This is an optimization exercise on Yosys and OpenROAD, whose aim is small area, not a production implementation.
Only simulation tests tie the RTL to the original design; equivalence was not proved.
Power is estimated from default activity; no workload was simulated.

--- flow/design.v ---
`timescale 1ns / 1ps
module CPU (
    input         clk,
    input         reset,
    output [15:0] imem_addr,
    input  [15:0] imem_data,
    output [15:0] dmem_addr,
    output [15:0] dmem_wdata,
    output        dmem_we,
    output        dmem_re,
    input  [15:0] dmem_rdata,
    output        halt
);
    reg [3:0] ph;        
    reg [1:0] pn;        
    reg       init;      
    reg       halted;
    wire first = (ph == 4'd0);
    wire lastc = (ph == 4'd15);
    reg [15:0] g1, g2, g3, g4, g5, g6, g7;
    reg [15:0] ra, at, hi, lo;
    reg [15:0] pc;
    reg [15:0] w;
    reg [15:0] m;
    reg [3:0]  kreg;
    reg        rtop;
    reg        c, nz, cp;
    reg        sga, sgb, sa, sb, dly;
    wire [15:0] ins = imem_data;
    wire [3:0] op  = ins[15:12];
    wire [2:0] rsI = ins[11:9];
    wire [2:0] rtI = ins[8:6];
    wire [2:0] rdI = ins[5:3];
    wire [2:0] fn  = ins[2:0];
    wire isR     = (op == 4'd0) | (op == 4'd1);
    wire sgnop   = (op == 4'd1);
    wire isMD    = isR & (fn[2:1] == 2'b01);
    wire isMul   = isMD & ~fn[0];
    wire isDiv   = isMD & fn[0];
    wire isJR    = sgnop & (fn == 3'd7);
    wire isSlti  = (op == 4'd4);
    wire isCmp   = (sgnop & (fn == 3'd4 | fn == 3'd5 | fn == 3'd6)) | isSlti;
    wire isALU   = isR & ~isMD & ~isJR & ~(sgnop & fn[2]);
    wire isShift = (op == 4'd2);
    wire isAddi  = (op == 4'd3);
    wire isBneq  = (op == 4'd5);
    wire isBgtz  = (op == 4'd6);
    wire isBr    = isBneq | isBgtz;
    wire isJ     = (op == 4'd7);
    wire isLH    = (op == 4'd8);
    wire isSH    = (op == 4'd9);
    wire isMF    = (op == 4'd10);
    wire isMT    = (op == 4'd11);
    wire isHalt  = (op == 4'd15);
    wire [1:0] lastpn = (isMD | isShift) ? 2'd2 :
                        (isCmp | isBr | isLH | isSH) ? 2'd1 : 2'd0;
    wire pass0 = (pn == 2'd0);
    wire pass1 = (pn == 2'd1);
    wire pass2 = (pn == 2'd2);
    function sel8(input [2:0] s, input b1, input b2, input b3, input b4,
                  input b5, input b6, input b7);
        case (s)
            3'd1: sel8 = b1;
            3'd2: sel8 = b2;
            3'd3: sel8 = b3;
            3'd4: sel8 = b4;
            3'd5: sel8 = b5;
            3'd6: sel8 = b6;
            3'd7: sel8 = b7;
            default: sel8 = 1'b0;
        endcase
    endfunction
    wire a   = sel8(rsI, g1[0], g2[0], g3[0], g4[0], g5[0], g6[0], g7[0]);
    wire b   = sel8(rtI, g1[0], g2[0], g3[0], g4[0], g5[0], g6[0], g7[0]);
    wire a15 = sel8(rsI, g1[15], g2[15], g3[15], g4[15], g5[15], g6[15], g7[15]);
    wire b15 = sel8(rtI, g1[15], g2[15], g3[15], g4[15], g5[15], g6[15], g7[15]);
    wire [3:0] q    = (isBr | isJ) ? ph - 4'd1 : ph;
    wire [3:0] fidx = (~isJ & (q > 4'd5)) ? 4'd5 : q;
    wire       fbit = ins[fidx];
    wire useImm = isAddi | isSlti | isLH | isSH;
    wire b2     = useImm ? fbit : isBgtz ? 1'b0 : b;
    wire sub    = (isR & (fn == 3'd1)) | isCmp | isBneq;
    wire b2x    = b2 ^ sub;
    wire cin    = first ? sub : c;
    wire sum    = a ^ b2x ^ cin;
    wire cout   = (a & b2x) | (a & cin) | (b2x & cin);
    wire nzall  = nz | sum;
    reg alu_res;
    always @(*) begin
        case (fn)
            3'd4:    alu_res = a & b;
            3'd5:    alu_res = a | b;
            3'd6:    alu_res = ~(a | b);
            3'd7:    alu_res = a ^ b;
            default: alu_res = sum;
        endcase
    end
    reg fval;
    always @(*) begin
        if (isBneq)                 fval = nzall;
        else if (isBgtz)            fval = ~a & nzall;
        else if (isSlti | fn == 3'd4) fval = (a != b2) ? a : sum;
        else if (fn == 3'd5)        fval = ~nzall;
        else                        fval = ~cout;
    end
    wire pcb     = pc[ph];
    wire cinp    = (ph == 4'd1) ? 1'b1 : (first ? 1'b0 : cp);
    wire offb    = isBr & nz & ~first & fbit;
    wire npc_sum = pcb ^ offb ^ cinp;
    wire npc_cy  = (pcb & offb) | (pcb & cinp) | (offb & cinp);
    wire npc_out = isJR ? a :
                   (isJ & (ph <= 4'd12)) ? (~first & fbit) : npc_sum;
    wire npcpass = (isBr | isSH) ? pass1 : pass0;
    wire w_in = init ? 1'b0 :
                npcpass ? npc_out :
                (isSH & pass0) ? b : w[0];
    wire lastpass = (pn == lastpn);
    wire pc_load  = lastc & (init | (lastpass & ~isHalt));
    wire [3:0] cmp_in = (pass2 & ~fn[0]) ? ~ph : ph;
    wire       lt     = cmp_in < kreg;
    wire       rot    = pass1 & (lt ^ fn[0]);
    wire       sh_res = m[0] & ~(fn[2] | (~fn[1] & lt));
    wire sa_e = first ? 1'b0 : sa;
    wire sb_e = first ? 1'b0 : sb;
    wire nga  = sgnop & (first ? a15 : sga);
    wire ngb  = sgnop & (first ? b15 : sgb);
    wire da   = a ^ (nga & sa_e);           
    wire db   = b ^ (ngb & sb_e);           
    wire rstr = lastc ? rtop : hi[1];       
    wire qstr = lo[0];                      
    wire rfix = nz & (rstr ^ (sga & sa_e));
    wire qfix = nz & (qstr ^ ((sga ^ sgb) & sb_e));
    wire divp0 = ~init & isDiv & pass0;
    wire divp2 = ~init & isDiv & pass2;
    wire mulc = ~init & isMul & pass1;
    wire divc = ~init & isDiv & pass1;
    wire aen  = divc | (mulc & a);
    wire ainv = divc | (mulc & sgnop & lastc);
    wire [15:0] addb = (m ^ {16{ainv}}) & {16{aen}};
    wire [16:0] hc;
    wire [15:0] hsum;
    assign hc[0] = ainv & aen;
    genvar gi;
    generate
        for (gi = 0; gi < 16; gi = gi + 1) begin : hadd
            assign hsum[gi]    = hi[gi] ^ addb[gi] ^ hc[gi];
            assign hc[gi + 1]  = (hi[gi] & addb[gi]) | (hc[gi] & (hi[gi] ^ addb[gi]));
        end
    endgenerate
    wire        hcy  = hc[16];
    wire        s16  = sgnop ? (hi[15] ^ addb[15] ^ hcy) : hcy;
    wire        ge   = rtop | hcy;
    reg sp_str;
    always @(*) begin
        case (fn)
            3'd1:    sp_str = npc_sum;
            3'd2:    sp_str = ra[0];
            3'd3:    sp_str = at[0];
            3'd4:    sp_str = hi[0];
            3'd5:    sp_str = lo[0];
            default: sp_str = 1'b0;
        endcase
    end
    wire rbit = dmem_rdata[ph];
    wire wb = isALU   ? alu_res :
              isAddi  ? sum :
              isCmp   ? (first & nz) :
              isShift ? sh_res :
              isLH    ? rbit :
              isMF    ? sp_str : 1'b0;
    wire wpass = ((isALU | isAddi | isMF) & pass0) |
                 ((isCmp | isLH) & pass1) |
                 ((isMD | isShift) & pass2);
    wire wen   = ~init & wpass;
    wire [2:0] dest = (isAddi | isSlti | isLH) ? rtI : rdI;
    wire wbit  = ~init & wb;
    wire we1 = init | (wen & dest == 3'd1);
    wire we2 = init | (wen & dest == 3'd2);
    wire we3 = init | (wen & dest == 3'd3);
    wire we4 = init | (wen & dest == 3'd4);
    wire we5 = init | (wen & dest == 3'd5);
    wire we6 = init | (wen & dest == 3'd6);
    wire we7 = init | (wen & dest == 3'd7);
    wire mtp = ~init & isMT & pass0;
    wire ra_in = init ? 1'b0 : (mtp & fn == 3'd2) ? b : ra[0];
    wire at_in = init ? 1'b0 : (mtp & fn == 3'd3) ? b : at[0];
    wire hi_in = init ? 1'b0 :
                 (mtp & fn == 3'd4) ? b :
                 (isMD & pass0) ? 1'b0 :
                 divp2 ? rfix : hi[0];
    wire lo_in = init ? 1'b0 :
                 (mtp & fn == 3'd5) ? b :
                 divp0 ? (~first & dly) :
                 divp2 ? qfix : lo[0];
    wire m_en = pass0 | (isShift & (pass2 | rot));
    wire m_in = ~pass0 ? m[0] :
                (isLH | isSH) ? sum :
                isDiv ? db : b;
    always @(posedge clk or posedge reset) begin
        if (reset) begin
            ph     <= 4'd0;
            pn     <= 2'd0;
            init   <= 1'b1;
            halted <= 1'b0;
        end else begin
            ph <= ph + 4'd1;
            if (init) begin
                if (lastc) init <= 1'b0;
            end else begin
                if (lastc) pn <= lastpass ? 2'd0 : pn + 2'd1;
                if (isHalt) halted <= 1'b1;
            end
        end
    end
    always @(posedge clk) begin
        g1 <= {we1 ? wbit : g1[0], g1[15:1]};
        g2 <= {we2 ? wbit : g2[0], g2[15:1]};
        g3 <= {we3 ? wbit : g3[0], g3[15:1]};
        g4 <= {we4 ? wbit : g4[0], g4[15:1]};
        g5 <= {we5 ? wbit : g5[0], g5[15:1]};
        g6 <= {we6 ? wbit : g6[0], g6[15:1]};
        g7 <= {we7 ? wbit : g7[0], g7[15:1]};
        ra <= {ra_in, ra[15:1]};
        at <= {at_in, at[15:1]};
        w <= {w_in, w[15:1]};
        if (pc_load) pc <= {w_in, w[15:1]};
        if (m_en) m <= {m_in, m[15:1]};
        if (pass0 & (ph < 4'd4)) kreg <= {a, kreg[3:1]};
        c <= cout;
        if (pass0) begin
            if (isDiv)      nz <= (~first & nz) | b;
            else if (lastc) nz <= fval;
            else            nz <= (~first & nz) | sum;
        end
        cp <= npc_cy;
        if (divp0 & first) begin
            sga <= sgnop & a15;
            sgb <= sgnop & b15;
        end
        if (divp0) begin
            sa  <= sa_e | a;
            sb  <= sb_e | b;
            dly <= da;
        end else if (divp2) begin
            sa  <= sa_e | rstr;
            sb  <= sb_e | qstr;
        end
        if (divc) begin
            hi   <= {ge ? hsum[14:0] : hi[14:0], lo[15]};
            rtop <= ge ? hsum[15] : hi[15];
            lo   <= {lo[14:0], ge};
        end else begin
            hi   <= {mulc ? s16 : hi_in, hsum[15:2],
                     (divp0 & lastc) ? da : hsum[1]};
            lo   <= {mulc ? hsum[0] : lo_in, lo[15:1]};
            if (pass0) rtop <= 1'b0;
        end
    end
    assign imem_addr  = pc;
    assign dmem_addr  = m;
    assign dmem_wdata = w;
    assign dmem_we    = ~init & isSH & pass1 & first;
    assign dmem_re    = ~init & isLH & pass1;
    assign halt       = halted;
endmodule
--- flow/run.sh ---
#!/bin/bash
# synth_recipe.tcl (not shown) runs the flow's synth.tcl, then flattens the netlist and writes it again
# the make line also repeats each setting of config.mk as NAME=value (left out here)
make -C /OpenROAD-flow-scripts/flow DESIGN_CONFIG=/design/flow/config.mk WORK_HOME=/design/flow/orfs CLKGATE_MAP_FILE= SYNTH_SCRIPT=/design/flow/synth_recipe.tcl finish
--- flow/config.mk ---
export PLATFORM = sky130hd
export DESIGN_NAME = CPU
export DESIGN_NICKNAME = CPU
export VERILOG_FILES = /design/flow/design.v
export SDC_FILE = /design/flow/constraint.sdc
export NUM_CORES = 4
export LEC_CHECK = 0
export ABC_AREA = 1
export CAP_MARGIN = 20
export CORE_MARGIN = 2
export CORE_UTILIZATION = 60
export SLEW_MARGIN = 20
--- flow/constraint.sdc ---
create_clock -name core_clock -period 35.0 [get_ports {clk}]
set_input_delay 7.0000 -clock core_clock [delete_from_list [all_inputs] [get_ports {clk}]]
set_output_delay 7.0000 -clock core_clock [all_outputs]
set_load 0.01 [all_outputs]
==> summary.txt, run 1 <==
Outcome
  – Outcome: timing/DRC/antenna clean

STA
  – Slew margin rel.: 0.481
  – Final setup viols: 0
  – RSZ-0062 raised after global routing: false
  – Final critical-path required period: roughly 16 ns
  – Worst hold slack: ~0.32 ns
  – Hold Vio Cnt, Final: 0
  – Slew @ Worst Pin: around 0.78 ns
  – Final period util: 0.467
  – Fmax: between 60 and 70 MHz
  – Skew final: ~0.0097 ns
  – Setup_tns: 0 ns
  – Final Max Slew Viols: 0

CTS
  – Postcts setup bufs: 0
  – CTS sink count: about 250
  – Worst-Skew Late Latency: around 0.52 ns
  – Hold_buf cts: 0
  – Post-cts sizing count: 0
  – Max Root-Sink Buffers: 3
  – CTS tree: built
  – Htree depth: 1
  – Cts bufs inserted: 23
  – Worst-path clk slew: roughly 0.06 ns
  – Root buffer cell: clkbuf_16

Layout
  – Design area: between 10,000 and 15,000 sq um
  – Fin cells: around 1,200
  – Area grow syn2layout: 19.6%
  – Nets@finish: between 1,000 and 1,500
  – Share of cells above drive strength 1: 0.105
  – # diodes: 0

Logic synthesis
  – Dominant cell type by area after synthesis: dfxtp_1
  – Post-synth ARST share: 0.0327
  – Post-synth EDFFs: 43
  – Yosys reg bits: 245
  – Post-synth top flop: dfxtp_1
  – Sequential cell area fraction in the yosys report: 0.586
  – Most frequent cell after synthesis: dfxtp_1
  – Post-synth cell types: 51
  – Mapped Area: a little over 9000 sq um
  – Post-synthesis cell count: about 930
  – Share of the synthesized area in the top cell type: 0.424
  – Top post-synthesis cells by area: dfxtp_1 (42%), edfxtp_1 (14%), nand2_1 (6.1%)
  – Synth warn: 1
  – Synthesized area per cell: roughly 9.8 sq um
  – Post-synth top cells: dfxtp_1 (194), nand2_1 (148), inv_1 (115)
  – Syn Nets: approximately 1,000

Worst setup path
  – Crit-path max FO: 31
  – WS Path Type: input pin to flop
  – Startpoint class of the critical path: input pin
  – Critical Path AT: approximately 17 ns
  – Worst Path Required: between 30 and 40 ns
  – CP max stage delay: 0.64 ns
  – Top cell by count, worst path: fa_1
  – Worst setup EP type: flop
  – Slowest cell on crit path: clkdlybuf4s50_1

GRT
  – Global-route wire length before repair: 34,300 um
  – Initial antenna violation count: 0
  – GRT overflow: 0
  – GRT Util Overall: 0.266
  – Vias in the first global route: about 6,800
  – Largest net degree at the start of global routing: 54

Drt
  – DR vias: a little under 7,000
  – Drt wl/cell: 17.5 um
  – DR vias/cell: about 5.6
  – DR DRC count: 0
  – Pre-Repair DR Iteration Count: 5
  – Drt initial violations: between 500 and 600
  – Routed wire length: between 20,000 and 25,000 um
  – Antenna Violating Nets Remaining: 0

Placed design
  – Port bufs: 84
  – Dpl cell area: between 10,000 and 15,000 sq um
  – Dpl cells: approximately 1,200
  – DP HPWL: approximately 15,000 um
  – Routability Congestion: around 0.97

Run
  – Total of max-cap violations: 0

Worst hold path
  – HP Class: flop to flop

Power and ir drop
  – P_leak: about 0.0046 uW
  – Worst vdd ir: between 0.00005 and 0.00006 V
  – Total power: 693 uW
  – Pwr Density: roughly 63 nW/um^2

Die
  – Die Wd: 128 um
  – Core footprint: 15,100 sq um
  – FP Rows: between 40 and 50
  – Starting density of the core: 0.608
  – Die height: between 100 and 150 um
  – Die Area: between 15,000 and 20,000 sq um
  – Ports: 85
[worst max-delay path: cells and delay by family]
family / cells / cell delay, ns
AO/OA/AOI/OAI: 3 / 0.94
buffers and inverters: 7 / 1.40
adder cells (fa/ha/maj): 16 / 6.42
AND/OR/NAND/NOR: 6 / 0.99
[report_power, final]
part | internal (uW) | leakage [uW] | total (uW) | switching, uW
Sequential | 316 | 0.00209 | 330 | 14.4
Clock | 152 | 0.000394 | 257 | 105
Combinational | 43.7 | 0.00211 | 105 | 61.4
[worst paths after layout]
check | from | end | slack [ns] | cells after the start
worst max-delay path | imem_data[1] | hi[4] | 18.64 | 32
worst min-delay path | g5[6] | g5[5] | 0.32 | 0
worst max register to register | pn[1] | hi[4] | 25.20 | 31
worst min register to register | g5[6] | g5[5] | 0.32 | 0
max in group asynchronous | reset | init | 27.93 | 2
min in group asynchronous | reset | ph[1] | 6.77 | 2
[logic make-up (layout without fill, tap and decap cells)]
kind of cell | count (synthesis) | count (layout) | synth area share
compound gates | 135 | 135 | 0.0914
xor+xnor | 13 | 13 | 0.0124
fa+ha+maj | 30 | 30 | 0.0565
buf+inv | 153 | 254 | 0.0639
mux | 18 | 18 | 0.0214
simple gates | 339 | 339 | 0.168
flops | 245 | 245 | 0.586
[final cells by class]
| cell class | instances | area, sq um |
|---|---|---|
| inverter | 126 | 473 |
| clock buffer | 34 | 722 |
| tap | 188 | 235 |
| fill | 1022 | 4120 |
| sequential | 245 | 5380 |
| clock inverter | 6 | 76.3 |
| multi-input combinational | 535 | 3210 |
| timing repair buffer | 88 | 871 |
[metal layers]
layer,part of all wire,up-vias,track usage
met1,0.41,3267,0.332
met2,0.50,275,0.471
li1,-,3235,-
met4,0.034,0,0.101
met3,0.061,66,0.0360
met5,0,-,0
[layout by cell type (no fill, tap or decap), drive strengths merged, types with 18 or more instances in the layout]
| cell | synthesis | final |
|---|---|---|
| nor2 | 73 | 73 |
| edfxtp | 43 | 43 |
| nand3 | 60 | 60 |
| fa | 19 | 19 |
| clkdlybuf4s50 | 0 | 84 |
| dfxtp | 194 | 194 |
| inv | 125 | 128 |
| nand2 | 158 | 158 |
| clkbuf | 20 | 34 |
| or2 | 18 | 18 |
| o21ai | 74 | 74 |
[stage by stage]
| step | setup WS (ns) | util |
|---|---|---|
| 6_report | 18.64 | 0.727 |
| 5_1_grt | 18.14 | 0.727 |
| 4_1_cts | 18.75 | 0.727 |
| 3_5_place_dp | 18.27 | 0.674 |
| 3_3_place_gp | 18.47 | 0.674 |
| 2_1_floorplan | 19.75 | - |
[state kept, by name, indices dropped and copies added (netlist names), 16 cells and up]
register and cells:
at 16, g1 16, g2 16, g3 16
g4 16, g5 16, g6 16, g7 16
hi 16, lo 16, m 16, pc 16
ra 16, w 16
==> inputs of run 2 (changes only) <==
--- a/flow/config.mk
+++ b/flow/config.mk
@@ -6,7 +6,6 @@
 export NUM_CORES = 4
 export LEC_CHECK = 0
-export ABC_AREA = 1
 export CAP_MARGIN = 20
 export CORE_MARGIN = 2
-export CORE_UTILIZATION = 60
+export CORE_UTILIZATION = 40
 export SLEW_MARGIN = 20
==> summary.txt, run 2 <==
Outcome
  – Outcome: timing/DRC/antenna clean

Logic synthesis
  – Top post-synthesis cells by area: dfxtp_1 (41%), edfxtp_1 (14%), fa_1 (4.0%)
  – Synth warn: 1
  – Sequential cell area fraction in the yosys report: 0.566
  – Post-synth ARST share: 0.0327
  – Most frequent cell after synthesis: dfxtp_1
  – Post-synth cell types: 76
  – Post-synthesis cell count: ~800
  – Syn Nets: 884
  – Post-synth EDFFs: 43
  – Dominant cell type by area after synthesis: dfxtp_1
  – Post-synth top cells: dfxtp_1 (194), nand2_1 (75), edfxtp_1 (43)
  – Mapped Area: about 9500 sq um
  – Yosys reg bits: 245
  – Share of the synthesized area in the top cell type: 0.409
  – Synthesized area per cell: between 10 and 15 sq um
  – Post-synth top flop: dfxtp_1

Worst setup path
  – WS Path Type: input pin to flop
  – R2R cell count: 25
  – Crit-path max FO: 33
  – Worst R2R End: rtop
  – Critical path launch point: imem_data[1]
  – Critical Path AT: ~17 ns
  – Worst setup EP type: flop
  – Startpoint class of the critical path: input pin
  – Setup crit end: rtop
  – Internal reg-to-reg setup slack: roughly 25 ns
  – Worst Path Required: roughly 35 ns
  – Worst R2R Start: ph[1]

GRT
  – Largest net degree at the start of global routing: 53
  – Initial antenna violation count: 0
  – Vias in the first global route: ~6,000
  – Global-route wire length before repair: roughly 33,000 um
  – GRT Util Overall: 0.166
  – GRT overflow: 0

CTS
  – Hold_buf cts: 0
  – Max Root-Sink Buffers: 3
  – Worst-Skew Late Latency: about 0.55 ns
  – Cts bufs inserted: 25
  – Post-cts sizing count: 0
  – Htree depth: 1
  – CTS sink count: 245
  – Postcts setup bufs: 0
  – Root buffer cell: clkbuf_16
  – Worst-path clk slew: roughly 0.06 ns
  – CTS tree: built

STA
  – Slew @ Worst Pin: between 0.8 and 0.9 ns
  – Final setup viols: 0
  – Slew margin rel.: 0.416
  – Hold Vio Cnt, Final: 0
  – Skew final: between 0.02 and 0.025 ns
  – RSZ-0062 raised after global routing: false
  – Final critical-path required period: approximately 17 ns
  – Fmax: roughly 58 MHz
  – Setup_tns: 0 ns
  – Final Max Slew Viols: 0
  – Final period util: 0.489

Worst hold path
  – Hold path start: g4[4]
  – HP Class: flop to flop

Layout
  – Design area: roughly 11,000 sq um
  – Final Util: 0.489
  – Commonest cells after routing, fill and taps aside: dfxtp_1 (194), clkdlybuf4s50_1 (84), nand2_1 (75), edfxtp_1 (43)
  – Most common cell after layout, fill and taps aside: dfxtp_1
  – Fin cells: ~1,200
  – # diodes: 0
  – Area grow syn2layout: 20.5%
  – Nets@finish: 950
  – Share of cells above drive strength 1: 0.118

Placed design
  – Routability Congestion: roughly 0.91
  – Dpl cells: 1,177
  – Dpl cell area: around 11,000 sq um
  – Port bufs: 84
  – DP HPWL: 14,200 um

Drt
  – Drt initial violations: between 400 and 500
  – DR DRC count: 0
  – Routed wire length: 20,500 um
  – DR vias: 6,236
  – Antenna Violating Nets Remaining: 0
  – Pre-Repair DR Iteration Count: 6
  – DR vias/cell: 5.09
  – Drt wl/cell: 16.7 um

Power and ir drop
  – Total power: 697 uW
  – P_leak: approximately 0.0044 uW
  – Worst vdd ir: around 0.000045 V
  – Pwr Density: ~60 nW/um^2

Die
  – Starting density of the core: 0.406
  – Die Area: ~25,000 sq um
  – Ports: 85
  – FP Rows: 56
  – Die Wd: between 150 and 200 um
  – Die height: approximately 160 um
  – Core footprint: roughly 23,000 sq um

Run
  – Total of max-cap violations: 0
[run 2: per-layer routing]
layer  GRT usage  routed length [um]  part of all wire
met2       0.239                8500              0.41
met4      0.0438                 352             0.017
met1       0.248                9960              0.49
met3      0.0427                1680             0.082
met5           0                   0                 0
[run 2: final cells by class]
cell class	count	area [sq um]
multi-input cells	485	3720
clock inverters	8	126
inverters	39	146
flip-flops and latches	245	5380
well taps	319	399
clock buffers	38	778
repair buffers	90	898
fillers	2139	12000
[run 2: cells by family after synthesis]
| family | Yosys count | synth area share |
|---|---|---|
| AOI/OAI and AO/OA | 165 | 0.124 |
| xor gates and xnor gates | 35 | 0.0323 |
| adders and majority gates | 30 | 0.0545 |
| buffers and inverters | 90 | 0.0435 |
| DFF | 245 | 0.566 |
| muxes | 48 | 0.0695 |
| and+or+nand+nor | 207 | 0.110 |
[run 2: power breakdown]
part | total, uW | leakage (uW) | internal [uW] | switching [uW]
combinational | 89.2 | 0.00181 | 40.8 | 48.5
clock | 282 | 0.000442 | 171 | 111
sequential | 326 | 0.00210 | 311 | 14.7
[run 2: through the flow]
| step | hold slack, ns | setup WS [ns] |
|---|---|---|
| 2_1_floorplan | 0.310 | 19.30 |
| 3_3_place_gp | 0.310 | 16.99 |
| 3_5_place_dp | 0.312 | 16.63 |
| 4_1_cts | 0.322 | 17.23 |
| 5_1_grt | 0.323 | 17.30 |
| 6_report | 0.314 | 17.90 |
[run 2: worst min-delay path by stage]
stage / to / slack [ns] / depth (start not counted)
2_1_floorplan: at[0] / 0.31 / 0
3_3_place_gp: at[4] / 0.31 / 0
3_5_place_dp: g7[11] / 0.31 / 0
4_1_cts: g4[9] / 0.32 / 0
5_1_grt: at[9] / 0.32 / 0
6_report: g4[3] / 0.31 / 0
[run 2: critical path, cell delays in order]
cell	delay, ns
clkdlybuf4s50_1	0.86
nor2b_1	0.48
nand2_1	0.14
nor3_1	0.56
a21o_1	0.71
xor2_1	0.19
nand2_1	0.10
fa_1	0.44
fa_1	0.39
fa_1	0.38
fa_1	0.39
fa_1	0.39
fa_1	0.39
fa_1	0.39
fa_1	0.41
fa_1	0.40
fa_1	0.39
fa_1	0.39
fa_1	0.39
fa_1	0.39
fa_1	0.41
fa_1	0.42
fa_1	0.42
nand2b_2	0.46
nor2_1	0.08
a2111oi_0	0.42
==> inputs of run 3 (changes only) <==
==> flow/flow/run.sh (new file) <==
#!/bin/bash
set -euo pipefail
export BUFFER_PORTS_ARGS="-buffer_cell sky130_fd_sc_hd__buf_1"
export CTS_ARGS="-sink_clustering_enable -repair_clock_nets -buf_list sky130_fd_sc_hd__clkbuf_4 -dont_use_dummy_load"
bash standard.sh > standard.log 2>&1
==> flow/standard.sh (new file) <==
#!/bin/bash
# synth_recipe.tcl (not shown) runs the flow's synth.tcl, then flattens the netlist and writes it again
# the make line also repeats each setting of config.mk as NAME=value (left out here)
make -C /OpenROAD-flow-scripts/flow DESIGN_CONFIG=/design/flow/config.mk WORK_HOME=/design/flow/orfs CLKGATE_MAP_FILE= SYNTH_SCRIPT=/design/flow/synth_recipe.tcl "${@:-finish}"
--- a/flow/config.mk
+++ b/flow/config.mk
@@ -6,6 +6,7 @@
 export NUM_CORES = 4
 export LEC_CHECK = 0
+export ABC_AREA = 1
 export CAP_MARGIN = 20
 export CORE_MARGIN = 2
-export CORE_UTILIZATION = 40
+export CORE_UTILIZATION = 60
 export SLEW_MARGIN = 20
removed: flow/run.sh
==> summary.txt, run 3 <==
Placed design
  – Dpl cells: approximately 1,200
  – DP HPWL: 15,000 um
  – Routability Congestion: around 0.94
  – Port bufs: 84
  – Dpl cell area: slightly below 10,000 sq um

Worst setup path
  – Worst R2R Start: pn[1]
  – Worst setup EP type: flop
  – CP max stage delay: ~0.5 ns
  – Startpoint class of the critical path: input pin
  – WS Path Type: input pin to flop
  – Top cell by count, worst path: fa_1
  – Critical Path AT: around 17 ns
  – Worst Path Required: 35.44 ns
  – Crit-path max FO: 33
  – Slowest cell on crit path: nand2_1
  – Critical path launch point: imem_data[0]

Logic synthesis
  – Largest family of logic cells by synthesized area: simple AND/OR/NAND/NOR gates
  – Synth warn: 1
  – Share of the synthesized area in the top cell type: 0.424
  – Synthesized area per cell: 9.83 sq um
  – Yosys reg bits: 245
  – Mapped Area: roughly 9000 sq um
  – Post-synthesis xor/xnor area fraction: 0.0124
  – Most frequent cell after synthesis: dfxtp_1
  – Post-synthesis cell count: 933
  – Top post-synthesis cells by area: dfxtp_1 (42%), edfxtp_1 (14%), nand2_1 (6.1%)
  – Mux cell area share after synthesis: 0.0214
  – Simple-gate share of the synthesized area: 0.168
  – Post-synth ARST share: 0.0327
  – Post-synthesis compound-gate area fraction: 0.0914
  – Post-synth top cells: dfxtp_1 (194), nand2_1 (148), inv_1 (115)
  – Sequential cell area fraction in the yosys report: 0.586
  – Post-synth top flop: dfxtp_1
  – Synth Area in Adders: 0.0565
  – Post-synth EDFFs: 43
  – Dominant cell type by area after synthesis: dfxtp_1
  – Post-synth cell types: just over 50
  – Syn Nets: 997

STA
  – Slew margin rel.: 0.513
  – Setup_tns: 0 ns
  – Skew final: around 0.076 ns
  – Fmax: about 60 MHz
  – Final period util: 0.468
  – Slew @ Worst Pin: about 0.73 ns
  – RSZ-0062 raised after global routing: false
  – Final critical-path required period: approximately 16 ns
  – Hold Vio Cnt, Final: 0
  – Final setup viols: 0
  – Final Max Slew Viols: 0

Layout
  – Most common cell after layout, fill and taps aside: dfxtp_1
  – Share of cells above drive strength 1: 0.126
  – Nets@finish: 1,119
  – # fillers: 1,210
  – Final Util: 0.669
  – Commonest cells after routing, fill and taps aside: dfxtp_1 (194), nand2_1 (148), inv_1 (115), buf_1 (84), nor2_1 (67)
  – Area grow syn2layout: 10.0%
  – Fin cells: ~1,200
  – Design area: roughly 10,000 sq um

Die
  – Die Area: ~16,000 sq um
  – FP Rows: 45
  – Ports: between 80 and 90
  – Starting density of the core: 0.608
  – Die height: 128 um
  – Die Wd: between 100 and 150 um
  – Core footprint: about 15,000 sq um

Power and ir drop
  – P_leak: between 0.004 and 0.005 uW
  – Pwr Density: 58.1 nW/um^2
  – Worst vdd ir: between 0.00004 and 0.00005 V

GRT
  – GRT Util Overall: 0.261
  – Global-route wire length before repair: around 33,000 um
  – Initial antenna violation count: 1
  – Largest net degree at the start of global routing: 34
  – GRT overflow: 0
  – Vias in the first global route: slightly below 7,000

CTS
  – Post-cts sizing count: 0
  – Cts bufs inserted: between 50 and 60
  – Hold_buf cts: 0
  – Postcts setup bufs: 0
  – Worst-Skew Late Latency: 0.67 ns
  – Max Root-Sink Buffers: 3
  – CTS tree: built
  – Worst-path clk slew: about 0.06 ns
  – Root buffer cell: clkbuf_4
  – CTS sink count: roughly 250
  – Htree depth: 2

Drt
  – DR vias: approximately 6,800
  – DR DRC count: 0
  – Pre-Repair DR Iteration Count: 5
  – Antenna Violating Nets Remaining: 0
  – DR vias/cell: roughly 5.5
  – Routed wire length: approximately 21,000 um
  – Drt initial violations: 564
  – Drt wl/cell: ~17 um

Worst hold path
  – HP Class: flop to flop
  – Hold path start: g5[3]

Run
  – Total of max-cap violations: 0

Outcome
  – Outcome: timing/DRC/antenna clean
run 3: cell count changes after synthesis, moves of 11 or more:
cell / before / now
nand3_1: 15 / 56
xor2_1: 21 / 9
o21ai_0: 38 / 66
a21oi_1: 33 / 13
o211ai_1: 20 / 4
nand2b_1: 15 / 0
or2_2: 2 / 18
nor2_1: 36 / 67
mux4_2: 12 / 0
inv_1: 38 / 115
nand2_1: 75 / 148
nand4_1: 4 / 15
run 3: power breakdown:
group          internal, uW  total, uW  switching, uW
Combinational          31.1       91.2           60.1
Clock                  74.8        165           90.3
Sequential              316        330           13.8
run 3: cell type report:
class	count	area (sq um)	share of cell area
Multi-Input combinational cell	535	3210	0.318
Sequential cell	245	5380	0.533
Tap cell	188	235	0.0233
Clock buffer	58	435	0.0432
Inverter	126	473	0.0469
Timing Repair Buffer	89	353	0.0350
Antenna cell	1	2.50	0.000248
run 3: cell families (layout without fill, tap and decap cells):
group	count (synthesis)	count (layout)
xor+xnor	13	13
other cells	0	1
buf+inv	153	273
compound gates	135	135
mux	18	18
simple gates	339	339
fa+ha+maj	30	30
flops	245	245
run 3: worst paths after layout:
| path | to | slack, ns | cells past startpoint |
|---|---|---|---|
| max | rtop | 18.62 | 33 |
| min | g5[2] | 0.27 | 0 |
| max reg2reg | rtop | 25.08 | 32 |
| min reg2reg | g5[2] | 0.27 | 0 |
| max in group asynchronous | init | 28.41 | 2 |
| min in group asynchronous | pn[0] | 6.30 | 2 |
run 3: routing by layer:
metal | track usage | vias up | routed length (um)
met4 | 0.101 | 0 | 580
met3 | 0.0549 | 51 | 1250
met2 | 0.452 | 257 | 10300
li1 | - | 3301 | -
met1 | 0.322 | 3221 | 8520
met5 | 0 | - | 0
run 3: through the flow:
step                      power (uW)  worst slack [ns]  hold WS (ns)
after floorplan                  394             19.75         0.310
after global placement           420             18.44         0.310
after detailed placement         426             18.14         0.312
after CTS                        592             18.73         0.249
after global routing             621             18.16         0.252
final                            586             18.62         0.270
run 3: critical path: cells and delay by family:
family                   cells  cell delay, ns
AO/OA/AOI/OAI                2            0.26
buffers and inverters        7            1.56
AND/OR/NAND/NOR              8            1.54
adder cells (fa/ha/maj)     16            6.43
==> inputs of run 4 (changes only) <==
--- a/flow/design.v
+++ b/flow/design.v
@@ -26,5 +26,5 @@
     reg        rtop;
     reg        c, nz, cp;
-    reg        sga, sgb, sa, sb, dly;
+    reg        sga, sgb, sa, sb, dly, rsg;
     wire [15:0] ins = imem_data;
     wire [3:0] op  = ins[15:12];
@@ -53,9 +53,10 @@
     wire isMT    = (op == 4'd11);
     wire isHalt  = (op == 4'd15);
-    wire [1:0] lastpn = (isMD | isShift) ? 2'd2 :
+    wire [1:0] lastpn = isDiv ? 2'd3 : (isMul | isShift) ? 2'd2 :
                         (isCmp | isBr | isLH | isSH) ? 2'd1 : 2'd0;
     wire pass0 = (pn == 2'd0);
     wire pass1 = (pn == 2'd1);
     wire pass2 = (pn == 2'd2);
+    wire pass3 = (pn == 2'd3);
     function sel8(input [2:0] s, input b1, input b2, input b3, input b4,
                   input b5, input b6, input b7);
@@ -73,6 +74,4 @@
     wire a   = sel8(rsI, g1[0], g2[0], g3[0], g4[0], g5[0], g6[0], g7[0]);
     wire b   = sel8(rtI, g1[0], g2[0], g3[0], g4[0], g5[0], g6[0], g7[0]);
-    wire a15 = sel8(rsI, g1[15], g2[15], g3[15], g4[15], g5[15], g6[15], g7[15]);
-    wire b15 = sel8(rtI, g1[15], g2[15], g3[15], g4[15], g5[15], g6[15], g7[15]);
     wire [3:0] q    = (isBr | isJ) ? ph - 4'd1 : ph;
     wire [3:0] fidx = (~isJ & (q > 4'd5)) ? 4'd5 : q;
@@ -121,20 +120,23 @@
     wire       rot    = pass1 & (lt ^ fn[0]);
     wire       sh_res = m[0] & ~(fn[2] | (~fn[1] & lt));
+    wire divp0 = ~init & isDiv & pass0;
+    wire divp1 = ~init & isDiv & pass1;
+    wire divp3 = ~init & isDiv & pass3;
     wire sa_e = first ? 1'b0 : sa;
     wire sb_e = first ? 1'b0 : sb;
-    wire nga  = sgnop & (first ? a15 : sga);
-    wire ngb  = sgnop & (first ? b15 : sgb);
-    wire da   = a ^ (nga & sa_e);           
-    wire db   = b ^ (ngb & sb_e);           
+    wire da   = lo[0] ^ (sga & sa_e);       
+    wire dbm  = m[0] ^ (sgb & sb_e);        
     wire rstr = lastc ? rtop : hi[1];       
+    wire radd = rsg & m[0];                 
+    wire cc_e = first ? 1'b0 : c;
+    wire rc   = rstr ^ radd ^ cc_e;
+    wire rcy  = (rstr & radd) | (rstr & cc_e) | (radd & cc_e);
     wire qstr = lo[0];                      
-    wire rfix = nz & (rstr ^ (sga & sa_e));
+    wire rfix = nz & (rc ^ (sga & sa_e));
     wire qfix = nz & (qstr ^ ((sga ^ sgb) & sb_e));
-    wire divp0 = ~init & isDiv & pass0;
-    wire divp2 = ~init & isDiv & pass2;
     wire mulc = ~init & isMul & pass1;
-    wire divc = ~init & isDiv & pass1;
+    wire divc = ~init & isDiv & pass2;
     wire aen  = divc | (mulc & a);
-    wire ainv = divc | (mulc & sgnop & lastc);
+    wire ainv = divc ? ~rsg : (mulc & sgnop & lastc);
     wire [15:0] addb = (m ^ {16{ainv}}) & {16{aen}};
     wire [16:0] hc;
@@ -150,5 +152,5 @@
     wire        hcy  = hc[16];
     wire        s16  = sgnop ? (hi[15] ^ addb[15] ^ hcy) : hcy;
-    wire        ge   = rtop | hcy;
+    wire        t16  = rtop ^ ainv ^ hcy;    
     reg sp_str;
     always @(*) begin
@@ -171,5 +173,5 @@
     wire wpass = ((isALU | isAddi | isMF) & pass0) |
                  ((isCmp | isLH) & pass1) |
-                 ((isMD | isShift) & pass2);
+                 ((isMul | isShift) & pass2) | (isDiv & pass3);
     wire wen   = ~init & wpass;
     wire [2:0] dest = (isAddi | isSlti | isLH) ? rtI : rdI;
@@ -188,13 +190,15 @@
                  (mtp & fn == 3'd4) ? b :
                  (isMD & pass0) ? 1'b0 :
-                 divp2 ? rfix : hi[0];
+                 divp3 ? rfix : hi[0];
     wire lo_in = init ? 1'b0 :
                  (mtp & fn == 3'd5) ? b :
-                 divp0 ? (~first & dly) :
-                 divp2 ? qfix : lo[0];
-    wire m_en = pass0 | (isShift & (pass2 | rot));
-    wire m_in = ~pass0 ? m[0] :
+                 divp0 ? a :
+                 divp1 ? (~first & dly) :
+                 divp3 ? qfix : lo[0];
+    wire m_en = pass0 | (isShift & (pass2 | rot)) | (isDiv & (pass1 | pass3));
+    wire m_in = divp1 ? dbm :
+                ~pass0 ? m[0] :
                 (isLH | isSH) ? sum :
-                isDiv ? db : b;
+                b;
     always @(posedge clk or posedge reset) begin
         if (reset) begin
@@ -227,5 +231,5 @@
         if (m_en) m <= {m_in, m[15:1]};
         if (pass0 & (ph < 4'd4)) kreg <= {a, kreg[3:1]};
-        c <= cout;
+        c <= divp3 ? rcy : cout;
         if (pass0) begin
             if (isDiv)      nz <= (~first & nz) | b;
@@ -234,25 +238,29 @@
         end
         cp <= npc_cy;
-        if (divp0 & first) begin
-            sga <= sgnop & a15;
-            sgb <= sgnop & b15;
-        end
-        if (divp0) begin
-            sa  <= sa_e | a;
-            sb  <= sb_e | b;
+        if (divp0 & lastc) begin
+            sga <= sgnop & a;
+            sgb <= sgnop & b;
+        end
+        if (divp1) begin
+            sa  <= sa_e | lo[0];
+            sb  <= sb_e | m[0];
             dly <= da;
-        end else if (divp2) begin
-            sa  <= sa_e | rstr;
+        end else if (divp3) begin
+            sa  <= sa_e | rc;
             sb  <= sb_e | qstr;
         end
         if (divc) begin
-            hi   <= {ge ? hsum[14:0] : hi[14:0], lo[15]};
-            rtop <= ge ? hsum[15] : hi[15];
-            lo   <= {lo[14:0], ge};
+            hi   <= {hsum[14:0], lo[15]};
+            rtop <= hsum[15];
+            rsg  <= t16;
+            lo   <= {lo[14:0], ~t16};
         end else begin
             hi   <= {mulc ? s16 : hi_in, hsum[15:2],
-                     (divp0 & lastc) ? da : hsum[1]};
+                     (divp1 & lastc) ? da : hsum[1]};
             lo   <= {mulc ? hsum[0] : lo_in, lo[15:1]};
-            if (pass0) rtop <= 1'b0;
+            if (pass0) begin
+                rtop <= 1'b0;
+                rsg  <= 1'b0;
+            end
         end
     end
==> flow/flow/run.sh (replaced) <==
#!/bin/bash
set -euo pipefail
export BUFFER_PORTS_ARGS="-buffer_cell sky130_fd_sc_hd__buf_1"
export CTS_ARGS="-sink_clustering_enable -repair_clock_nets -buf_list sky130_fd_sc_hd__clkbuf_4 -dont_use_dummy_load -sink_clustering_size 10 -sink_clustering_max_diameter 60"
bash standard.sh > standard.log 2>&1
==> summary.txt, run 4 <==
Outcome
  – Outcome: timing/DRC/antenna clean

Logic synthesis
  – Post-synth top cells: dfxtp_1 (194), nand2_1 (175), inv_1 (81)
  – Share of the synthesized area in the top cell type: 0.437
  – Post-synthesis compound-gate area fraction: 0.0740
  – Mux cell area share after synthesis: 0.0124
  – Syn Nets: just over 900
  – Post-synth top flop: dfxtp_1
  – Mapped Area: approximately 8900 sq um
  – Post-synth ARST share: 0.0325
  – Simple-gate share of the synthesized area: 0.164
  – Post-synth EDFFs: between 40 and 50
  – Dominant cell type by area after synthesis: dfxtp_1
  – Largest family of logic cells by synthesized area: simple AND/OR/NAND/NOR gates
  – Yosys reg bits: between 200 and 250
  – Sequential cell area fraction in the yosys report: 0.608
  – Post-synth cell types: 50
  – Post-synthesis xor/xnor area fraction: 0.0315
  – Top post-synthesis cells by area: dfxtp_1 (44%), edfxtp_1 (15%), nand2_1 (7.4%)
  – Synth Area in Adders: 0.0619
  – Synth warn: 1
  – Post-synthesis cell count: 864
  – Synthesized area per cell: ~10 sq um
  – Most frequent cell after synthesis: dfxtp_1

Die
  – Ports: 85
  – FP Rows: 44
  – Core footprint: between 10,000 and 15,000 sq um
  – Starting density of the core: 0.614
  – Die height: ~130 um
  – Die Wd: between 100 and 150 um
  – Die Area: 15,800 sq um

GRT
  – Global-route wire length before repair: about 31,000 um
  – GRT Util Overall: 0.239
  – Vias in the first global route: ~6,000
  – Largest net degree at the start of global routing: 35
  – GRT overflow: 0
  – Initial antenna violation count: 1

STA
  – Setup_tns: 0 ns
  – Fmax: between 50 and 60 MHz
  – Final setup viols: 0
  – Hold Vio Cnt, Final: 0
  – Final Max Slew Viols: 0
  – Slew margin rel.: 0.413
  – Skew final: ~0.036 ns
  – Final critical-path required period: between 15 and 20 ns
  – Slew @ Worst Pin: around 0.9 ns
  – RSZ-0062 raised after global routing: false
  – Final period util: 0.476

Worst setup path
  – CP max stage delay: approximately 0.80 ns
  – Worst R2R End: lo[0]
  – Slowest cell on crit path: clkinv_1
  – WS Path Type: input pin to flop
  – CP Buf/Inv Count: 4
  – Worst setup EP type: flop
  – Critical Path AT: around 17 ns
  – R2R cell count: 28
  – Worst Path Required: around 36 ns
  – Crit-path max FO: 34
  – Startpoint class of the critical path: input pin
  – Top delay family on crit path: adder cells
  – Worst R2R Start: init
  – Top cell by count, worst path: fa_1
  – Internal reg-to-reg setup slack: 24.37 ns

Placed design
  – Routability Congestion: slightly above 0.9
  – DP HPWL: approximately 14,000 um
  – Dpl cell area: ~9400 sq um
  – Port bufs: 84

Drt
  – Antenna Violating Nets Remaining: 0
  – Drt initial violations: 500
  – DR vias/cell: 5.32
  – DR vias: 6,076
  – Pre-Repair DR Iteration Count: 5
  – DR DRC count: 0
  – Routed wire length: between 15,000 and 20,000 um
  – Drt wl/cell: 16.5 um

Layout
  – Commonest cells after routing, fill and taps aside: dfxtp_1 (194), nand2_1 (175), buf_1 (84), inv_1 (81), nor2_1 (64)
  – # fillers: 1,146
  – Share of cells above drive strength 1: 0.0699
  – Design area: approximately 9600 sq um
  – Area grow syn2layout: 7.71%
  – Most common cell after layout, fill and taps aside: dfxtp_1
  – Nets@finish: roughly 1,000

CTS
  – Max Root-Sink Buffers: 3
  – Worst-Skew Late Latency: 0.64 ns
  – Hold_buf cts: 0
  – CTS sink count: between 200 and 250
  – Postcts setup bufs: 0
  – Htree depth: 1
  – Worst-path clk slew: about 0.11 ns
  – Root buffer cell: clkbuf_4
  – CTS tree: built
  – Cts bufs inserted: 28
  – Post-cts sizing count: 0

Worst hold path
  – Hold path start: g2[2]
  – Hold path depth: 0
  – HP Class: flop to flop
  – Hold EP: g2[1]

Power and ir drop
  – Total power: just over 500 uW
  – Pwr Density: between 50 and 60 nW/um^2
  – P_leak: 0.00401 uW
  – Worst vdd ir: roughly 0.000048 V

Run
  – Total of max-cap violations: 0
-- run 4: cell types whose count changed after synthesis, moves of 5 or more --
cell / previous run / this run
nand2_1: 148 / 175
xor2_1: 9 / 27
o211ai_1: 4 / 9
nor3_1: 12 / 6
mux2i_1: 5 / 11
nand4_1: 15 / 6
or2_2: 18 / 2
mux2_2: 13 / 0
nand3_1: 56 / 44
inv_1: 115 / 81
o21ai_0: 66 / 53
clkbuf_1: 18 / 12
-- run 4: worst max-delay path by stage --
stage	from	end	slack (ns)	depth (start not counted)
floorplan	imem_data[14]	lo[0]	19.77	32
global placement	imem_data[1]	lo[0]	18.09	30
detailed placement	imem_data[1]	lo[0]	17.70	30
CTS	imem_data[1]	lo[0]	18.40	30
global route	imem_data[1]	lo[0]	17.81	30
finish	imem_data[0]	lo[0]	18.33	30
-- run 4: cell type report --
cell class | count | area [sq um] | area share
Antenna cell | 1 | 2.50 | 0.000261
Clock buffer | 28 | 210 | 0.0219
Inverter | 89 | 335 | 0.0350
Multi-Input combinational cell | 509 | 3060 | 0.320
Sequential cell | 246 | 5410 | 0.565
Tap cell | 184 | 230 | 0.0240
Timing Repair Buffer | 86 | 330 | 0.0345
-- run 4: metal layers --
layer | vias up | part of all wire | wire [um] | track usage
met5 | - | 0 | 0 | 0
met4 | 0 | 0.012 | 227 | 0.0401
met3 | 27 | 0.052 | 974 | 0.0378
met2 | 169 | 0.46 | 8680 | 0.384
met1 | 2895 | 0.48 | 8990 | 0.354
li1 | 2985 | - | - | -
-- run 4: logic make-up (layout without fill, tap and decap cells) --
| family | count (synthesis) | count (layout) |
|---|---|---|
| adders and majority gates | 32 | 32 |
| xor gates and xnor gates | 32 | 32 |
| buffers and inverters | 109 | 203 |
| muxes | 11 | 11 |
| other | 0 | 1 |
| and+or+nand+nor | 324 | 324 |
| DFF | 246 | 246 |
| AOI/OAI and AO/OA | 110 | 110 |
-- run 4: power by group --
group          switching, uW  internal (uW)
logic                   46.1           23.9
registers               12.2            312
clock network           80.9           36.8
total                    139            373
-- run 4: worst reg2reg max path: cells and delay by family, from the launching register on --
kind | cells | cell delay [ns]
adders and majority gates | 16 | 6.43
buffers and inverters | 4 | 1.52
and+or+nand+nor | 4 | 1.37
AOI/OAI and AO/OA | 3 | 0.57
DFF | 1 | 0.46
xor gates and xnor gates | 1 | 0.17
-- run 4: per-stage QoR --
| step | utilization | instances | worst slack, ns | hold WS (ns) |
|---|---|---|---|---|
| 2_1_floorplan | - | 864 | 19.77 | 0.310 |
| 3_3_place_gp | 0.646 | 1113 | 18.09 | 0.312 |
| 3_5_place_dp | 0.647 | 1114 | 17.70 | 0.312 |
| 4_1_cts | 0.661 | 1142 | 18.40 | 0.311 |
| 5_1_grt | 0.661 | 1142 | 17.81 | 0.319 |
| 6_report | 0.661 | 1143 | 18.33 | 0.308 |
==> inputs of run 5 (changes only) <==
--- a/flow/design.v
+++ b/flow/design.v
@@ -15,5 +15,4 @@
     reg [1:0] pn;        
     reg       init;      
-    reg       halted;
     wire first = (ph == 4'd0);
     wire lastc = (ph == 4'd15);
@@ -26,5 +25,5 @@
     reg        rtop;
     reg        c, nz, cp;
-    reg        sga, sgb, sa, sb, dly, rsg;
+    reg        sga, sgb, sa, sb, dly, rsg, fdel;
     wire [15:0] ins = imem_data;
     wire [3:0] op  = ins[15:12];
@@ -74,6 +73,5 @@
     wire a   = sel8(rsI, g1[0], g2[0], g3[0], g4[0], g5[0], g6[0], g7[0]);
     wire b   = sel8(rtI, g1[0], g2[0], g3[0], g4[0], g5[0], g6[0], g7[0]);
-    wire [3:0] q    = (isBr | isJ) ? ph - 4'd1 : ph;
-    wire [3:0] fidx = (~isJ & (q > 4'd5)) ? 4'd5 : q;
+    wire [3:0] fidx = (~isJ & (ph > 4'd5)) ? 4'd5 : ph;
     wire       fbit = ins[fidx];
     wire useImm = isAddi | isSlti | isLH | isSH;
@@ -103,12 +101,14 @@
         else                        fval = ~cout;
     end
-    wire pcb     = pc[ph];
+    wire [15:0] selbus = dmem_re ? dmem_rdata : pc;
+    wire        selbit = selbus[ph];
+    wire pcb     = selbit;
     wire cinp    = (ph == 4'd1) ? 1'b1 : (first ? 1'b0 : cp);
-    wire offb    = isBr & nz & ~first & fbit;
+    wire offb    = isBr & nz & ~first & fdel;
     wire npc_sum = pcb ^ offb ^ cinp;
     wire npc_cy  = (pcb & offb) | (pcb & cinp) | (offb & cinp);
     wire npc_out = isJR ? a :
-                   (isJ & (ph <= 4'd12)) ? (~first & fbit) : npc_sum;
-    wire npcpass = (isBr | isSH) ? pass1 : pass0;
+                   (isJ & (ph <= 4'd12)) ? (~first & fdel) : npc_sum;
+    wire npcpass = isLH ? pass0 : lastpass;
     wire w_in = init ? 1'b0 :
                 npcpass ? npc_out :
@@ -164,5 +164,5 @@
         endcase
     end
-    wire rbit = dmem_rdata[ph];
+    wire rbit = selbit;
     wire wb = isALU   ? alu_res :
               isAddi  ? sum :
@@ -206,5 +206,4 @@
             pn     <= 2'd0;
             init   <= 1'b1;
-            halted <= 1'b0;
         end else begin
             ph <= ph + 4'd1;
@@ -213,5 +212,4 @@
             end else begin
                 if (lastc) pn <= lastpass ? 2'd0 : pn + 2'd1;
-                if (isHalt) halted <= 1'b1;
             end
         end
@@ -238,4 +236,5 @@
         end
         cp <= npc_cy;
+        fdel <= fbit;
         if (divp0 & lastc) begin
             sga <= sgnop & a;
@@ -270,4 +269,4 @@
     assign dmem_we    = ~init & isSH & pass1 & first;
     assign dmem_re    = ~init & isLH & pass1;
-    assign halt       = halted;
+    assign halt       = ~init & isHalt;
 endmodule
==> flow/flow/run.sh (replaced) <==
#!/bin/bash
# The standard layout (standard.sh, unchanged synthesis), with two changes
# made through ORFS variables: port buffers use the smallest buffer, and CTS
# uses small clock buffers in clusters of at most 8 sinks, without dummy loads.
set -euo pipefail
export BUFFER_PORTS_ARGS="-buffer_cell sky130_fd_sc_hd__buf_1"
export CTS_ARGS="-sink_clustering_enable -repair_clock_nets -buf_list sky130_fd_sc_hd__clkbuf_4 -dont_use_dummy_load -sink_clustering_size 8 -sink_clustering_max_diameter 60"
bash standard.sh > standard.log 2>&1
==> summary.txt, run 5 <==
Worst setup path
  – WP depth: 32
  – Top cell by count, worst path: fa_1
  – Worst setup EP type: flop
  – Worst Path Required: about 36 ns
  – Crit-path max FO: 33
  – Slowest cell on crit path: o21ai_2
  – CP Buf/Inv Count: 4
  – Worst R2R Start: pn[0]
  – WS Path Type: input pin to flop
  – Worst R2R End: lo[0]
  – CP max stage delay: a little over 0.8 ns
  – Setup crit end: lo[0]
  – R2R cell count: 29
  – Startpoint class of the critical path: input pin
  – Internal reg-to-reg setup slack: 24.39 ns
  – Critical Path AT: 17.55 ns
  – Top delay family on crit path: adder cells
  – Critical path launch point: imem_data[1]

Logic synthesis
  – Most frequent cell after synthesis: nand2_1
  – Post-synth cell types: 54
  – Mapped Area: just over 9000 sq um
  – Post-synth top flop: dfxtp_1
  – Sequential cell area fraction in the yosys report: 0.592
  – Dominant cell type by area after synthesis: dfxtp_1
  – Post-synth EDFFs: 44
  – Post-synthesis cell count: just over 900
  – Post-synth ARST share: 0.0285
  – Post-synth top cells: nand2_1 (196), dfxtp_1 (195), inv_1 (95)
  – Share of the synthesized area in the top cell type: 0.428
  – Synth warn: 1
  – Synthesized area per cell: between 9 and 10 sq um
  – Syn Nets: around 990
  – Top post-synthesis cells by area: dfxtp_1 (43%), edfxtp_1 (14%), nand2_1 (8.1%)
  – Yosys reg bits: between 200 and 250

Layout
  – Share of cells above drive strength 1: 0.112
  – Most common cell after layout, fill and taps aside: nand2_1
  – Area grow syn2layout: 7.92%
  – Commonest cells after routing, fill and taps aside: nand2_1 (196), dfxtp_1 (195), inv_1 (95), buf_1 (84), nand3_1 (72)
  – Fin cells: roughly 1,200
  – Nets@finish: about 1,100
  – Final Util: 0.656

CTS
  – Worst-Skew Late Latency: around 0.63 ns
  – Worst-path clk slew: approximately 0.080 ns
  – Max Root-Sink Buffers: 3
  – Post-cts sizing count: 0
  – Postcts setup bufs: 0
  – Root buffer cell: clkbuf_4
  – Hold_buf cts: 0
  – Cts bufs inserted: 37
  – Htree depth: 2
  – CTS tree: built
  – CTS sink count: approximately 250

Drt
  – DR vias: around 6,500
  – Drt initial violations: 433
  – DR DRC count: 0
  – Pre-Repair DR Iteration Count: 5
  – Antenna Violating Nets Remaining: 0
  – DR vias/cell: ~5.4
  – M1 WL: a little over 9000 um
  – Top routing layer in use: met4
  – Drt wl/cell: ~17 um
  – Metal3 WL: about 1300 um
  – Met2 WL: around 10000 um
  – Routed wire length: 21,000 um

Power and ir drop
  – Pwr Density: between 50 and 60 nW/um^2
  – Psw: 151 uW
  – Clk pwr share: 0.248
  – Sw Share: 0.278
  – Sequential power share: 0.612
  – Int Pwr: roughly 390 uW
  – P_leak: 0.00429 uW
  – Combinational share of power: 0.140
  – Worst vdd ir: roughly 0.000045 V

STA
  – Hold Vio Cnt, Final: 0
  – Slew margin rel.: 0.379
  – Fmax: 58.6 MHz
  – RSZ-0062 raised after global routing: false
  – Skew final: approximately 0.08 ns
  – Slew @ Worst Pin: between 0.9 and 1 ns
  – Final setup viols: 0
  – Setup_tns: 0 ns
  – Final Max Slew Viols: 0
  – Final period util: 0.487
  – Final critical-path required period: ~17 ns

Run
  – Total of max-cap violations: 0

GRT
  – Largest net degree at the start of global routing: 34
  – GRT overflow: 0
  – Global-route wire length before repair: around 33,000 um
  – GRT Util Overall: 0.267
  – Vias in the first global route: between 6,000 and 7,000
  – Initial antenna violation count: 1

Placed design
  – Port bufs: 84
  – Routability Congestion: about 0.94
  – DP HPWL: about 16,000 um
  – Dpl cells: around 1,200

Die
  – Starting density of the core: 0.607
  – FP Rows: 45
  – Ports: 85
  – Die Wd: around 130 um
  – Die Area: 16,200 sq um
  – Die height: roughly 130 um
  – Core footprint: 15,000 sq um

Worst hold path
  – HP Class: flop to flop

Outcome
  – Outcome: timing/DRC/antenna clean
run 5: worst min-delay path by stage:
stage / startpoint / cells after the start / endpoint / slack, ns
detailed placement: g7[15] / 0 / g7[14] / 0.31
CTS: g4[8] / 0 / g4[7] / 0.26
global placement: g3[5] / 0 / g3[4] / 0.31
global route: g4[8] / 0 / g4[7] / 0.28
finish: g4[8] / 0 / g4[7] / 0.28
floorplan: at[1] / 0 / at[0] / 0.31
run 5: per-layer routing:
layer	GRT usage	up-vias
met5	0	-
met2	0.431	227
met4	0.110	0
met3	0.0561	53
li1	-	3154
met1	0.353	3033
run 5: worst reg2reg max path: cells and delay by family, from the launching register on:
kind,cells,cell delay [ns]
fa+ha+maj,17,6.78
simple gates,4,1.29
compound gates,3,1.15
buf+inv,4,0.76
flops,1,0.40
xor+xnor,1,0.16
run 5: power groups by stage:
stage / combinational [uW] / sequential [uW] / clock (uW)
after floorplan: 45.3 / 338 / 0
after CTS: 76.1 / 332 / 140
after global routing: 84.7 / 334 / 149
after global placement: 73.9 / 336 / 0
final: 76.1 / 332 / 134
after detailed placement: 75.7 / 338 / 0
run 5: area by class of cell:
type	instances	area (sq um)
multi-input cells	544	3210
repair buffers	85	323
flip-flops and latches	246	5400
clock buffers	37	278
inverters	107	402
diodes	1	2.50
well taps	188	235
fillers	1169	5180
run 5: per-stage QoR:
step | setup slack [ns] | power (uW) | hold WS (ns) | instance area [sq um]
after global placement | 17.76 | 410 | 0.311 | 9570
after CTS | 18.03 | 547 | 0.263 | 9850
after floorplan | 19.58 | 383 | 0.310 | 9130
after global routing | 17.36 | 568 | 0.275 | 9850
final | 17.94 | 542 | 0.280 | 9850
after detailed placement | 17.37 | 414 | 0.312 | 9570
run 5: cell families after synthesis:
family / Yosys count / share of synthesized area
DFF: 246 / 0.592
xor gates and xnor gates: 14 / 0.0134
adders and majority gates: 32 / 0.0603
muxes: 10 / 0.0110
and+or+nand+nor: 392 / 0.199
buffers and inverters: 131 / 0.0571
AOI/OAI and AO/OA: 96 / 0.0680
==> inputs of run 6 (changes only) <==
--- a/flow/design.v
+++ b/flow/design.v
@@ -15,4 +15,5 @@
     reg [1:0] pn;        
     reg       init;      
+    reg       halted;
     wire first = (ph == 4'd0);
     wire lastc = (ph == 4'd15);
@@ -110,5 +111,5 @@
     wire npc_out = isJR ? a :
                    (isJ & (ph <= 4'd12)) ? (~first & fdel) : npc_sum;
-    wire npcpass = isLH ? pass0 : lastpass;
+    wire npcpass = (isBr | isSH) ? pass1 : pass0;
     wire w_in = init ? 1'b0 :
                 npcpass ? npc_out :
@@ -206,4 +207,5 @@
             pn     <= 2'd0;
             init   <= 1'b1;
+            halted <= 1'b0;
         end else begin
             ph <= ph + 4'd1;
@@ -212,4 +214,5 @@
             end else begin
                 if (lastc) pn <= lastpass ? 2'd0 : pn + 2'd1;
+                if (isHalt) halted <= 1'b1;
             end
         end
@@ -269,4 +272,4 @@
     assign dmem_we    = ~init & isSH & pass1 & first;
     assign dmem_re    = ~init & isLH & pass1;
-    assign halt       = ~init & isHalt;
+    assign halt       = halted;
 endmodule
==> flow/flow/run.sh (replaced) <==
#!/bin/bash
# The standard layout (standard.sh), with three changes:
#  1. after the standard synthesis, the combinational logic between the
#     flip-flops is re-mapped by ABC for area (reabc.ys); the flip-flops keep
#     their instances, names and cell types;
#  2. port buffers use the smallest buffer;
#  3. CTS uses small clock buffers in clusters of at most 8 sinks, without
#     dummy loads.
set -euo pipefail
export BUFFER_PORTS_ARGS="-buffer_cell sky130_fd_sc_hd__buf_1"
export CTS_ARGS="-sink_clustering_enable -repair_clock_nets -buf_list sky130_fd_sc_hd__clkbuf_4 -dont_use_dummy_load -sink_clustering_size 8 -sink_clustering_max_diameter 60"
W=$PWD
R=$W/orfs/results/$FLOW_PLATFORM/CPU/base
bash standard.sh $R/1_2_yosys.v > synth.log 2>&1
mkdir -p $W/reabc
cp $R/1_2_yosys.v $W/reabc/1_2_yosys_std.v
cp $W/flow/reabc.ys $W/flow/reabc.abc $W/reabc/
cp $FLOW_HOME/platforms/$FLOW_PLATFORM/lib/sky130_fd_sc_hd__tt_025C_1v80.lib $W/reabc/
(cd $W/reabc && $FLOW_HOME/../tools/install/yosys/bin/yosys -s reabc.ys > $W/reabc.log 2>&1)
cp $W/reabc/1_2_yosys.v $R/1_2_yosys.v
rm -f $W/reabc/sky130_fd_sc_hd__tt_025C_1v80.lib
bash standard.sh > standard.log 2>&1
==> flow/flow/reabc.abc (new file) <==
strash
&get -n
&deepsyn -T 30
&put
dch -f
amap
topo
==> flow/flow/reabc.ys (new file) <==
# Re-map the combinational logic of the standard synthesis for area.
# Flip-flops (and tie cells) are kept as they are: same instances, names and
# cell types; only the logic between them is re-optimised by ABC.
read_liberty -ignore_miss_func sky130_fd_sc_hd__tt_025C_1v80.lib
read_verilog 1_2_yosys_std.v
hierarchy -top CPU
blackbox sky130_fd_sc_hd__df* sky130_fd_sc_hd__edf* sky130_fd_sc_hd__conb*
flatten
hierarchy -top CPU
rename -hide w:*.*
opt_clean
abc -script reabc.abc -liberty sky130_fd_sc_hd__tt_025C_1v80.lib -dont_use sky130_fd_sc_hd__probe_p_8 -dont_use sky130_fd_sc_hd__probec_p_8 -dont_use sky130_fd_sc_hd__lpflow_bleeder_1 -dont_use sky130_fd_sc_hd__lpflow_clkbufkapwr_1 -dont_use sky130_fd_sc_hd__lpflow_clkbufkapwr_16 -dont_use sky130_fd_sc_hd__lpflow_clkbufkapwr_2 -dont_use sky130_fd_sc_hd__lpflow_clkbufkapwr_4 -dont_use sky130_fd_sc_hd__lpflow_clkbufkapwr_8 -dont_use sky130_fd_sc_hd__lpflow_clkinvkapwr_1 -dont_use sky130_fd_sc_hd__lpflow_clkinvkapwr_16 -dont_use sky130_fd_sc_hd__lpflow_clkinvkapwr_2 -dont_use sky130_fd_sc_hd__lpflow_clkinvkapwr_4 -dont_use sky130_fd_sc_hd__lpflow_clkinvkapwr_8 -dont_use sky130_fd_sc_hd__lpflow_decapkapwr_12 -dont_use sky130_fd_sc_hd__lpflow_decapkapwr_3 -dont_use sky130_fd_sc_hd__lpflow_decapkapwr_4 -dont_use sky130_fd_sc_hd__lpflow_decapkapwr_6 -dont_use sky130_fd_sc_hd__lpflow_decapkapwr_8 -dont_use sky130_fd_sc_hd__lpflow_inputiso0n_1 -dont_use sky130_fd_sc_hd__lpflow_inputiso0p_1 -dont_use sky130_fd_sc_hd__lpflow_inputiso1n_1 -dont_use sky130_fd_sc_hd__lpflow_inputiso1p_1 -dont_use sky130_fd_sc_hd__lpflow_inputisolatch_1 -dont_use sky130_fd_sc_hd__lpflow_isobufsrc_1 -dont_use sky130_fd_sc_hd__lpflow_isobufsrc_16 -dont_use sky130_fd_sc_hd__lpflow_isobufsrc_2 -dont_use sky130_fd_sc_hd__lpflow_isobufsrc_4 -dont_use sky130_fd_sc_hd__lpflow_isobufsrc_8 -dont_use sky130_fd_sc_hd__lpflow_isobufsrckapwr_16 -dont_use sky130_fd_sc_hd__lpflow_lsbuf_lh_hl_isowell_tap_1 -dont_use sky130_fd_sc_hd__lpflow_lsbuf_lh_hl_isowell_tap_2 -dont_use sky130_fd_sc_hd__lpflow_lsbuf_lh_hl_isowell_tap_4 -dont_use sky130_fd_sc_hd__lpflow_lsbuf_lh_isowell_4 -dont_use sky130_fd_sc_hd__lpflow_lsbuf_lh_isowell_tap_1 -dont_use sky130_fd_sc_hd__lpflow_lsbuf_lh_isowell_tap_2 -dont_use sky130_fd_sc_hd__lpflow_lsbuf_lh_isowell_tap_4 
stat -liberty sky130_fd_sc_hd__tt_025C_1v80.lib
setundef -zero
opt_clean -purge
hilomap -singleton -hicell sky130_fd_sc_hd__conb_1 HI -locell sky130_fd_sc_hd__conb_1 LO
insbuf -buf sky130_fd_sc_hd__buf_1 A X
opt_clean -purge
stat -liberty sky130_fd_sc_hd__tt_025C_1v80.lib
write_verilog -noattr -nohex -nodec 1_2_yosys.v
==> summary.txt, run 6 <==
STA
  – Final Max Slew Viols: 0
  – Skew final: roughly 0.036 ns
  – Slew @ Worst Pin: approximately 1.1 ns
  – Worst hold slack: approximately 0.32 ns
  – Setup_tns: 0 ns
  – Fmax: slightly above 60 MHz
  – Slew margin rel.: 0.291
  – RSZ-0062 raised after global routing: false
  – Hold Vio Cnt, Final: 0
  – Final setup viols: 0
  – Final critical-path required period: 16.11 ns
  – Final period util: 0.460

CTS
  – Worst-Skew Late Latency: 0.60 ns
  – CTS tree: built
  – CTS sink count: about 250
  – Htree depth: 2
  – Cts bufs inserted: 36
  – Worst-path clk slew: 0.11 ns
  – Post-cts sizing count: 0
  – Max Root-Sink Buffers: 3
  – Hold_buf cts: 0
  – Postcts setup bufs: 0
  – Root buffer cell: clkbuf_4

GRT
  – Vias in the first global route: about 6,200
  – GRT overflow: 0
  – Global-route wire length before repair: ~29,000 um
  – Largest net degree at the start of global routing: 36
  – GRT Util Overall: 0.250
  – Initial antenna violation count: 1

Power and ir drop
  – P_leak: 0.00330 uW
  – Worst vdd ir: a little over 0.00004 V
  – Pwr Density: 63.2 nW/um^2

Drt
  – DR vias: between 6,000 and 7,000
  – Antenna Violating Nets Remaining: 0
  – Drt wl/cell: approximately 16 um
  – Routed wire length: 17,700 um
  – DR DRC count: 0
  – Drt initial violations: about 440
  – Pre-Repair DR Iteration Count: 5
  – DR vias/cell: 5.77

Logic synthesis
  – Syn Nets: around 810
  – Post-synthesis cell count: between 700 and 800
  – Mapped Area: 8190 sq um
  – Synthesized area per cell: 10.5 sq um
  – Synth warn: 1

Worst setup path
  – Slowest cell on crit path: nand3_1
  – Critical Path AT: about 9.1 ns
  – CP Buf/Inv Count: 5
  – CP Cell Sequence: buf_1 > clkinv_1 > nor3_1 > clkinv_1 > nor2_1 > nand3_1 > clkinv_1 > buf_1
  – WS Path Type: input pin to output pin
  – Worst Path Required: ~28 ns
  – CP max stage delay: 0.43 ns
  – Crit-path max FO: 18
  – Startpoint class of the critical path: input pin
  – Worst setup EP type: output pin
  – Top cell by count, worst path: clkinv_1
  – Top delay family on crit path: buffers and inverters

Layout
  – Area grow syn2layout: 10.6%
  – Most common cell after layout, fill and taps aside: dfxtp_1
  – Commonest cells after routing, fill and taps aside: dfxtp_1 (195), nor2_1 (102), buf_1 (84), clkinv_1 (75), nand2_1 (60)
  – Nets@finish: 940
  – Share of cells above drive strength 1: 0.0509
  – Fin cells: 1,081
  – Design area: 9060 sq um

Run
  – Total of max-cap violations: 0

Worst hold path
  – HP Class: flop to flop

Die
  – Die height: about 120 um
  – FP Rows: 42
  – Die Area: about 15,000 sq um
  – Ports: between 80 and 90
  – Die Wd: approximately 120 um
  – Core footprint: 13,300 sq um
  – Starting density of the core: 0.616

Placed design
  – Dpl cells: around 1,000
  – Routability Congestion: 0.992
  – Port bufs: 84
  – Dpl cell area: around 8800 sq um
  – DP HPWL: approximately 13,000 um

Outcome
  – Outcome: timing/DRC/antenna clean
## run 6: final timing paths
path	cells past startpoint	start	slack, ns	end
max in group asynchronous	2	reset	28.44	init
worst max register to register	41	ph[0]	27.38	lo[0]
worst max-delay path	8	imem_data[15]	18.89	dmem_re
min in group asynchronous	2	reset	6.28	ph[1]
worst min register to register	0	g1[2]	0.32	g1[1]
worst min-delay path	0	g1[2]	0.32	g1[1]
## run 6: stage by stage
stage | total power, uW | util | setup WS [ns]
2_1_floorplan | 415 | - | 19.66
3_3_place_gp | 442 | 0.661 | 19.18
3_5_place_dp | 447 | 0.661 | 18.98
4_1_cts | 577 | 0.681 | 18.95
5_1_grt | 606 | 0.681 | 18.70
6_report | 572 | 0.681 | 18.89
## run 6: worst register-to-register path: cells and delay by family, from the launching register on
family | cells | cell delay (ns)
flip-flops | 1 | 0.72
AND/OR/NAND/NOR | 19 | 2.54
AO/OA/AOI/OAI | 18 | 3.00
buffers and inverters | 4 | 1.26
## run 6: routing by layer
layer,vias to the layer above,wire [um],track usage
met5,-,0,0
met4,0,463,0.113
met3,45,1350,0.0665
met2,240,8410,0.411
met1,2895,7520,0.309
li1,3057,-,-
## run 6: cell type report
cell class / instances / area (sq um)
Sequential cell: 247 / 5430
Fill cell: 1048 / 4240
Multi-Input combinational cell: 455 / 2490
Timing Repair Buffer: 91 / 368
Inverter: 75 / 282
Clock buffer: 36 / 270
Tap cell: 176 / 220
Antenna cell: 1 / 2.50
## run 6: power breakdown
part	leakage [uW]	total, uW	switching [uW]	internal (uW)
sequential	0.00211	339	17.3	322
clock	0.000166	131	83.2	47.7
combinational	0.00103	102	63.2	39.3
total	0.00330	572	164	409

Re-timed with assumed drivers on the ports (clkbuf_16 on the clock, buf_2 on other inputs), run 6 has 18.865 ns of setup slack against 18.886 ns with ideal ports, and 18.865 ns once port delays also move by the mid clock arrival of 0.617 ns.
